Context: an optimization exercise on an open-source flow, tuned for small area, a short achievable clock period and few clock cycles per item. The choices shown serve that exercise and are no tape-out recipe. RTL that was checked went through simulation tests only; none was proved equivalent to the original.

== maple ==
==> flow/design.v (excerpt) <==
module Convolution_without_pipeline(
    clk, rst_n, in_valid,
    In_IFM_1, In_IFM_2, In_IFM_3, In_IFM_4, In_IFM_5, In_IFM_6, In_IFM_7, In_IFM_8, In_IFM_9,
    In_Weight_1, In_Weight_2, In_Weight_3, In_Weight_4, In_Weight_5, In_Weight_6, In_Weight_7, In_Weight_8, In_Weight_9,
    out_valid, Out_OFM
    );
Size in the first run: about 65 flip-flops, about 170 I/O pins, ~17000 um2 of cells after synthesis.
Settings: LEC_CHECK=0, CAP_MARGIN=20, CORE_MARGIN=2, CORE_UTILIZATION=40, SETUP_SLACK_MARGIN=4.4, SLEW_MARGIN=20, SYNTH_HIERARCHICAL=1, SYNTH_MINIMUM_KEEP_SIZE=0; clock period 10.0 ns.
standard.sh (not shown) runs the stock make flow with config.mk's settings and CLKGATE_MAP_FILE= SYNTH_SCRIPT=/design/flow/synth_recipe.tcl, a recipe that flattens the netlist after the stock synthesis.
==> flow/flow/run.sh <==
#!/bin/bash
# Own flow: the standard flow (standard.sh) with its synthesis unchanged.
# The layout steps only differ in two ways:
#  * the delay cells (clkdlybuf4s*, dlygate*, dlymetal*) are not used, so the
#    port buffers and the resizer use ordinary buffers instead;
#  * buffer_ports uses buf_2 for the port buffers.
set -euo pipefail
bash standard.sh synth > synth.log 2>&1
PLATFORM_DONT_USE="sky130_fd_sc_hd__probe_p_8 sky130_fd_sc_hd__probec_p_8 sky130_fd_sc_hd__lpflow_bleeder_1 sky130_fd_sc_hd__lpflow_clkbufkapwr_1 sky130_fd_sc_hd__lpflow_clkbufkapwr_16 sky130_fd_sc_hd__lpflow_clkbufkapwr_2 sky130_fd_sc_hd__lpflow_clkbufkapwr_4 sky130_fd_sc_hd__lpflow_clkbufkapwr_8 sky130_fd_sc_hd__lpflow_clkinvkapwr_1 sky130_fd_sc_hd__lpflow_clkinvkapwr_16 sky130_fd_sc_hd__lpflow_clkinvkapwr_2 sky130_fd_sc_hd__lpflow_clkinvkapwr_4 sky130_fd_sc_hd__lpflow_clkinvkapwr_8 sky130_fd_sc_hd__lpflow_decapkapwr_12 sky130_fd_sc_hd__lpflow_decapkapwr_3 sky130_fd_sc_hd__lpflow_decapkapwr_4 sky130_fd_sc_hd__lpflow_decapkapwr_6 sky130_fd_sc_hd__lpflow_decapkapwr_8 sky130_fd_sc_hd__lpflow_inputiso0n_1 sky130_fd_sc_hd__lpflow_inputiso0p_1 sky130_fd_sc_hd__lpflow_inputiso1n_1 sky130_fd_sc_hd__lpflow_inputiso1p_1 sky130_fd_sc_hd__lpflow_inputisolatch_1 sky130_fd_sc_hd__lpflow_isobufsrc_1 sky130_fd_sc_hd__lpflow_isobufsrc_16 sky130_fd_sc_hd__lpflow_isobufsrc_2 sky130_fd_sc_hd__lpflow_isobufsrc_4 sky130_fd_sc_hd__lpflow_isobufsrc_8 sky130_fd_sc_hd__lpflow_isobufsrckapwr_16 sky130_fd_sc_hd__lpflow_lsbuf_lh_hl_isowell_tap_1 sky130_fd_sc_hd__lpflow_lsbuf_lh_hl_isowell_tap_2 sky130_fd_sc_hd__lpflow_lsbuf_lh_hl_isowell_tap_4 sky130_fd_sc_hd__lpflow_lsbuf_lh_isowell_4 sky130_fd_sc_hd__lpflow_lsbuf_lh_isowell_tap_1 sky130_fd_sc_hd__lpflow_lsbuf_lh_isowell_tap_2 sky130_fd_sc_hd__lpflow_lsbuf_lh_isowell_tap_4"
DELAY_CELLS="sky130_fd_sc_hd__clkdlybuf4s15_1 sky130_fd_sc_hd__clkdlybuf4s15_2 sky130_fd_sc_hd__clkdlybuf4s18_1 sky130_fd_sc_hd__clkdlybuf4s18_2 sky130_fd_sc_hd__clkdlybuf4s25_1 sky130_fd_sc_hd__clkdlybuf4s25_2 sky130_fd_sc_hd__clkdlybuf4s50_1 sky130_fd_sc_hd__clkdlybuf4s50_2 sky130_fd_sc_hd__dlygate4sd1_1 sky130_fd_sc_hd__dlygate4sd2_1 sky130_fd_sc_hd__dlygate4sd3_1 sky130_fd_sc_hd__dlymetal6s2s_1 sky130_fd_sc_hd__dlymetal6s4s_1 sky130_fd_sc_hd__dlymetal6s6s_1"
bash standard.sh "DONT_USE_CELLS=$PLATFORM_DONT_USE $DELAY_CELLS" \
  "BUFFER_PORTS_ARGS=-buffer_cell sky130_fd_sc_hd__buf_2" finish > layout.log 2>&1
diff inputs: maple => birch
Settings: SETUP_SLACK_MARGIN changed from 4.4 to 4.6.
Delta (birch minus maple): fraction of area in registers dropped 0.23 points, share of final-layout standard cells stronger than drive strength 1 saw an increase, net count after synthesis essentially unchanged. A uppermost signal routing layer after detailed routing of met5 is what maple shows, while met4 belongs to birch. As far as number of primary I/O pins goes, birch and maple are indistinguishable; the numbers are identical.
Function was not checked in any run of this note: the RTL went through the layout flow alone.

========
Another version of the RTL of Convolution_without_pipeline (not shown whole).
For scale: ~1500 cells after synthesis.
## Convolution_without_pipeline
module Convolution_without_pipeline(
    clk, rst_n, in_valid,
    In_IFM_1, In_IFM_2, In_IFM_3, In_IFM_4, In_IFM_5, In_IFM_6, In_IFM_7, In_IFM_8, In_IFM_9,
    In_Weight_1, In_Weight_2, In_Weight_3, In_Weight_4, In_Weight_5, In_Weight_6, In_Weight_7, In_Weight_8, In_Weight_9,
    out_valid, Out_OFM
    );
==> flow/config.mk <==
export PLATFORM = sky130hd
export DESIGN_NAME = Convolution_without_pipeline
export DESIGN_NICKNAME = Convolution_without_pipeline
export VERILOG_FILES = /design/flow/design.v
export SDC_FILE = /design/flow/constraint.sdc
export NUM_CORES = 4
export LEC_CHECK = 0
export CAP_MARGIN = 20
export CORE_MARGIN = 2
export CORE_UTILIZATION = 40
export SETUP_SLACK_MARGIN = 4.6
export SLEW_MARGIN = 20
export SYNTH_HIERARCHICAL = 1
export SYNTH_MINIMUM_KEEP_SIZE = 0
==> flow/constraint.sdc <==
create_clock -name core_clock -period 10.0 [get_ports {clk}]
set_input_delay 2.0000 -clock core_clock [delete_from_list [all_inputs] [get_ports {clk}]]
set_output_delay 2.0000 -clock core_clock [all_outputs]
set_load 0.01 [all_outputs]
Scripts as last shown in full above: flow/flow/run.sh
The first run completed without violations.
Testbench counts at the start, summed over its fixed seeds: cycles 3,208, items 3,200.
Next try:
- GPL_ROUTABILITY_DRIVEN: default -> 0
- SETUP_SLACK_MARGIN: 4.6 -> 4.5
Outcome: The changed run completed without violations; via count goes up by 1.3%; utilization goes down by 0.67 points; worst setup slack degrades by 41 ps; flip-flop and latch count does not change.
Next try:
--- a/flow/flow/run.sh
+++ b/flow/flow/run.sh
@@ -4,5 +4,5 @@
 #  * the delay cells (clkdlybuf4s*, dlygate*, dlymetal*) are not used, so the
 #    port buffers and the resizer use ordinary buffers instead;
-#  * buffer_ports uses buf_2 for the port buffers.
+#  * buffer_ports uses buf_1 for the port buffers (the resizer upsizes those that need it).
 set -euo pipefail
 bash standard.sh synth > synth.log 2>&1
@@ -10,3 +10,3 @@
 DELAY_CELLS="sky130_fd_sc_hd__clkdlybuf4s15_1 sky130_fd_sc_hd__clkdlybuf4s15_2 sky130_fd_sc_hd__clkdlybuf4s18_1 sky130_fd_sc_hd__clkdlybuf4s18_2 sky130_fd_sc_hd__clkdlybuf4s25_1 sky130_fd_sc_hd__clkdlybuf4s25_2 sky130_fd_sc_hd__clkdlybuf4s50_1 sky130_fd_sc_hd__clkdlybuf4s50_2 sky130_fd_sc_hd__dlygate4sd1_1 sky130_fd_sc_hd__dlygate4sd2_1 sky130_fd_sc_hd__dlygate4sd3_1 sky130_fd_sc_hd__dlymetal6s2s_1 sky130_fd_sc_hd__dlymetal6s4s_1 sky130_fd_sc_hd__dlymetal6s6s_1"
 bash standard.sh "DONT_USE_CELLS=$PLATFORM_DONT_USE $DELAY_CELLS" \
-  "BUFFER_PORTS_ARGS=-buffer_cell sky130_fd_sc_hd__buf_2" finish > layout.log 2>&1
+  "BUFFER_PORTS_ARGS=-buffer_cell sky130_fd_sc_hd__buf_1" finish > layout.log 2>&1
- GPL_ROUTABILITY_DRIVEN: 0 -> default
- SETUP_SLACK_MARGIN: 4.5 -> 4.4
The changed run produced a clean layout.
Synthesized area does not change.
Final area goes down by 1.5%.
Via count falls by 1.7%.
Die area does not change.
Non-clock buffer count went down by 1.
Next try:
--- a/flow/flow/run.sh
+++ b/flow/flow/run.sh
@@ -4,5 +4,5 @@
 #  * the delay cells (clkdlybuf4s*, dlygate*, dlymetal*) are not used, so the
 #    port buffers and the resizer use ordinary buffers instead;
-#  * buffer_ports uses buf_1 for the port buffers (the resizer upsizes those that need it).
+#  * buffer_ports uses buf_2 for the port buffers.
 set -euo pipefail
 bash standard.sh synth > synth.log 2>&1
@@ -10,3 +10,3 @@
 DELAY_CELLS="sky130_fd_sc_hd__clkdlybuf4s15_1 sky130_fd_sc_hd__clkdlybuf4s15_2 sky130_fd_sc_hd__clkdlybuf4s18_1 sky130_fd_sc_hd__clkdlybuf4s18_2 sky130_fd_sc_hd__clkdlybuf4s25_1 sky130_fd_sc_hd__clkdlybuf4s25_2 sky130_fd_sc_hd__clkdlybuf4s50_1 sky130_fd_sc_hd__clkdlybuf4s50_2 sky130_fd_sc_hd__dlygate4sd1_1 sky130_fd_sc_hd__dlygate4sd2_1 sky130_fd_sc_hd__dlygate4sd3_1 sky130_fd_sc_hd__dlymetal6s2s_1 sky130_fd_sc_hd__dlymetal6s4s_1 sky130_fd_sc_hd__dlymetal6s6s_1"
 bash standard.sh "DONT_USE_CELLS=$PLATFORM_DONT_USE $DELAY_CELLS" \
-  "BUFFER_PORTS_ARGS=-buffer_cell sky130_fd_sc_hd__buf_1" finish > layout.log 2>&1
+  "BUFFER_PORTS_ARGS=-buffer_cell sky130_fd_sc_hd__buf_2" finish > layout.log 2>&1
- SETUP_SLACK_MARGIN: 4.4 -> 4.2
Synthesized cell count stays the same.
Design area goes down by 2.2%.
Die area stays the same.
Routed wire length goes down by 1.1%.
Via count is about the same.
Core utilization goes down by 0.93 points.
Next try:
- SETUP_SLACK_MARGIN: 4.2 -> 4.5
Effect: The changed run finished clean. Setup slack gains 190 ps. Design area rises by 3.2%. Sequential cell count stays the same. Die area stays the same. Clock-buffer cell count does not change. Worst hold slack got worse by 8.1 ps. Cell count increases by 0.40%. Synthesized cell count stays the same. Via count came out higher by 0.82%.

========
Starting RTL as in the previous note.
// Convolution_without_pipeline
module Convolution_without_pipeline(
    clk, rst_n, in_valid,
    In_IFM_1, In_IFM_2, In_IFM_3, In_IFM_4, In_IFM_5, In_IFM_6, In_IFM_7, In_IFM_8, In_IFM_9,
    In_Weight_1, In_Weight_2, In_Weight_3, In_Weight_4, In_Weight_5, In_Weight_6, In_Weight_7, In_Weight_8, In_Weight_9,
    out_valid, Out_OFM
    );
clock: 10.0 ns
lec_check: 0
cap_margin: 20
core_margin: 2
core_utilization: 40
place_density: 0.75
setup_slack_margin: 4.5
slew_margin: 20
synth_hierarchical: 1
synth_minimum_keep_size: 0
==> flow/flow/run.sh <==
#!/bin/bash
# Own flow: the standard flow (standard.sh) with its synthesis unchanged.
# The layout steps only differ in two ways:
#  * the delay cells (clkdlybuf4s*, dlygate*, dlymetal*) are not used, so the
#    port buffers and the resizer use ordinary buffers instead;
#  * buffer_ports uses buf_2 for the port buffers.
set -euo pipefail
bash standard.sh synth > synth.log 2>&1
PLATFORM_DONT_USE="sky130_fd_sc_hd__probe_p_8 sky130_fd_sc_hd__probec_p_8 sky130_fd_sc_hd__lpflow_bleeder_1 sky130_fd_sc_hd__lpflow_clkbufkapwr_1 sky130_fd_sc_hd__lpflow_clkbufkapwr_16 sky130_fd_sc_hd__lpflow_clkbufkapwr_2 sky130_fd_sc_hd__lpflow_clkbufkapwr_4 sky130_fd_sc_hd__lpflow_clkbufkapwr_8 sky130_fd_sc_hd__lpflow_clkinvkapwr_1 sky130_fd_sc_hd__lpflow_clkinvkapwr_16 sky130_fd_sc_hd__lpflow_clkinvkapwr_2 sky130_fd_sc_hd__lpflow_clkinvkapwr_4 sky130_fd_sc_hd__lpflow_clkinvkapwr_8 sky130_fd_sc_hd__lpflow_decapkapwr_12 sky130_fd_sc_hd__lpflow_decapkapwr_3 sky130_fd_sc_hd__lpflow_decapkapwr_4 sky130_fd_sc_hd__lpflow_decapkapwr_6 sky130_fd_sc_hd__lpflow_decapkapwr_8 sky130_fd_sc_hd__lpflow_inputiso0n_1 sky130_fd_sc_hd__lpflow_inputiso0p_1 sky130_fd_sc_hd__lpflow_inputiso1n_1 sky130_fd_sc_hd__lpflow_inputiso1p_1 sky130_fd_sc_hd__lpflow_inputisolatch_1 sky130_fd_sc_hd__lpflow_isobufsrc_1 sky130_fd_sc_hd__lpflow_isobufsrc_16 sky130_fd_sc_hd__lpflow_isobufsrc_2 sky130_fd_sc_hd__lpflow_isobufsrc_4 sky130_fd_sc_hd__lpflow_isobufsrc_8 sky130_fd_sc_hd__lpflow_isobufsrckapwr_16 sky130_fd_sc_hd__lpflow_lsbuf_lh_hl_isowell_tap_1 sky130_fd_sc_hd__lpflow_lsbuf_lh_hl_isowell_tap_2 sky130_fd_sc_hd__lpflow_lsbuf_lh_hl_isowell_tap_4 sky130_fd_sc_hd__lpflow_lsbuf_lh_isowell_4 sky130_fd_sc_hd__lpflow_lsbuf_lh_isowell_tap_1 sky130_fd_sc_hd__lpflow_lsbuf_lh_isowell_tap_2 sky130_fd_sc_hd__lpflow_lsbuf_lh_isowell_tap_4"
DELAY_CELLS="sky130_fd_sc_hd__clkdlybuf4s15_1 sky130_fd_sc_hd__clkdlybuf4s15_2 sky130_fd_sc_hd__clkdlybuf4s18_1 sky130_fd_sc_hd__clkdlybuf4s18_2 sky130_fd_sc_hd__clkdlybuf4s25_1 sky130_fd_sc_hd__clkdlybuf4s25_2 sky130_fd_sc_hd__clkdlybuf4s50_1 sky130_fd_sc_hd__clkdlybuf4s50_2 sky130_fd_sc_hd__dlygate4sd1_1 sky130_fd_sc_hd__dlygate4sd2_1 sky130_fd_sc_hd__dlygate4sd3_1 sky130_fd_sc_hd__dlymetal6s2s_1 sky130_fd_sc_hd__dlymetal6s4s_1 sky130_fd_sc_hd__dlymetal6s6s_1"
bash standard.sh "DONT_USE_CELLS=$PLATFORM_DONT_USE $DELAY_CELLS" \
  "BUFFER_PORTS_ARGS=-buffer_cell sky130_fd_sc_hd__buf_2" finish > layout.log 2>&1
Testbench counts at the start, summed over its fixed seeds: cycles 3,208, items 3,200.
Then changed:
- PLACE_DENSITY: 0.75 -> not set
- SETUP_SLACK_MARGIN: 4.5 -> 4.4
- TNS_END_PERCENT: not set -> 0
Result:
- routed wire length barely changes
- worst hold slack improves by 0.023 ns
- non-clock buffer count is lower by 23
- synthesized cell count does not change
- die area does not change
- setup slack loses 0.028 ns
Then changed:
- GPL_ROUTABILITY_DRIVEN: not set -> 0
- TNS_END_PERCENT: 0 -> not set
Effect: The new run completed with no timing, DRC or antenna violations. Cell count barely changes. Worst setup slack is better by 0.10 ns. Cell area grows by 0.79%. Non-clock buffer count grows by 5.
Then changed:
--- a/flow/flow/run.sh
+++ b/flow/flow/run.sh
@@ -5,3 +5,4 @@
 #    port buffers and the resizer use ordinary buffers instead;
-#  * buffer_ports uses buf_2 for the port buffers.
+#  * buffer_ports uses buf_2 for the port buffers;
+#  * the resizer may swap a cell for one of another footprint.
 set -euo pipefail
@@ -11,2 +12,2 @@
 bash standard.sh "DONT_USE_CELLS=$PLATFORM_DONT_USE $DELAY_CELLS" \
-  "BUFFER_PORTS_ARGS=-buffer_cell sky130_fd_sc_hd__buf_2" finish > layout.log 2>&1
+  "BUFFER_PORTS_ARGS=-buffer_cell sky130_fd_sc_hd__buf_2" MATCH_CELL_FOOTPRINT=0 finish > layout.log 2>&1
- GPL_ROUTABILITY_DRIVEN: 0 -> not set
The new run completed with no timing, DRC or antenna violations; routed wire length goes up by 0.88%; first-iteration DRC count came out higher by 10%; global-route usage barely changes; utilization stays flat.
Then changed:
--- a/flow/flow/run.sh
+++ b/flow/flow/run.sh
@@ -5,4 +5,3 @@
 #    port buffers and the resizer use ordinary buffers instead;
-#  * buffer_ports uses buf_2 for the port buffers;
-#  * the resizer may swap a cell for one of another footprint.
+#  * buffer_ports uses buf_2 for the port buffers.
 set -euo pipefail
@@ -12,2 +11,2 @@
 bash standard.sh "DONT_USE_CELLS=$PLATFORM_DONT_USE $DELAY_CELLS" \
-  "BUFFER_PORTS_ARGS=-buffer_cell sky130_fd_sc_hd__buf_2" MATCH_CELL_FOOTPRINT=0 finish > layout.log 2>&1
+  "BUFFER_PORTS_ARGS=-buffer_cell sky130_fd_sc_hd__buf_2" finish > layout.log 2>&1
The new run finished clean.
Design area does not change.
Global-route usage is about the same.
Non-clock buffer count does not change.
Setup slack is about the same.
Core utilization stays the same.
Hold slack hardly moves.
Sequential share of layout area stays the same.
Critical path depth stays the same.
Cell count does not change.
Then changed:
==> flow/run.sh (new file) <==
#!/bin/bash
# synth_recipe.tcl (not shown) runs the flow's synth.tcl, then flattens the netlist and writes it again
# the make line also repeats each setting of config.mk as NAME=value (left out here)
make -C /OpenROAD-flow-scripts/flow DESIGN_CONFIG=/design/flow/config.mk WORK_HOME=/design/flow/orfs CLKGATE_MAP_FILE= SYNTH_SCRIPT=/design/flow/synth_recipe.tcl finish
- SETUP_SLACK_MARGIN: 4.4 -> 4.7
removed: flow/flow/run.sh
removed: flow/standard.sh
The changed run produced a clean layout. Cell area came out higher by 6.9%. Maximum frequency came out higher by 2.2%. Worst hold slack is better by 0.36 ns. Routed wire length came out higher by 1.3%.

## separate check: timing with driven ports
How much do the figures lean on ideal ports? The routed layouts below were timed once more, with nothing changed but the port constraints. Step 1: set_driving_cell puts a clkbuf_16 on clk and a buf_2 on each other input, an assumption about the parent block. Step 2 moves the port delays by t, midway between the first and last clock arrival at a register: inputs arrive t later, outputs are due t later. That takes back most of the time a late clock gives input paths. a / b / c = no drivers / after step 1 / after step 2; a / b = the first two.
run	t (ns)	setup WS [ns]	worst data-port slew with drivers (ns)
maple	0.401	4.499 / 4.484 / 4.118	0.08
birch	0.380	4.558 / 4.519 / 4.252	0.08
the first run of note 2	0.345	4.561 / 4.517 / 4.301	0.07
the second run of note 2	0.350	4.520 / 4.476 / 4.211	0.07
the third run of note 2	0.347	4.486 / 4.452 / 4.137	0.06
the fourth run of note 2	0.345	4.342 / 4.293 / 4.040	0.06
the fifth run of note 2	0.351	4.528 / 4.478 / 4.227	0.07
the first run of note 3	0.361	4.414 / 4.366 / 4.183	0.08
the second run of note 3	0.345	4.386 / 4.339 / 4.051	0.06
the third run of note 3	0.348	4.486 / 4.494 / 4.156	0.06
the fourth run of note 3	0.345	4.464 / 4.416 / 4.131	0.06
the fifth run of note 3	0.345	4.463 / 4.416 / 4.129	0.06
the sixth run of note 3	0.355	4.583 / 4.537 / 4.382	0.07
After both steps setup and hold are still met in every run listed. For maple, which loses most, drivers alone change the setup slack by -0.015 ns; drivers and shift together by -0.381 ns.
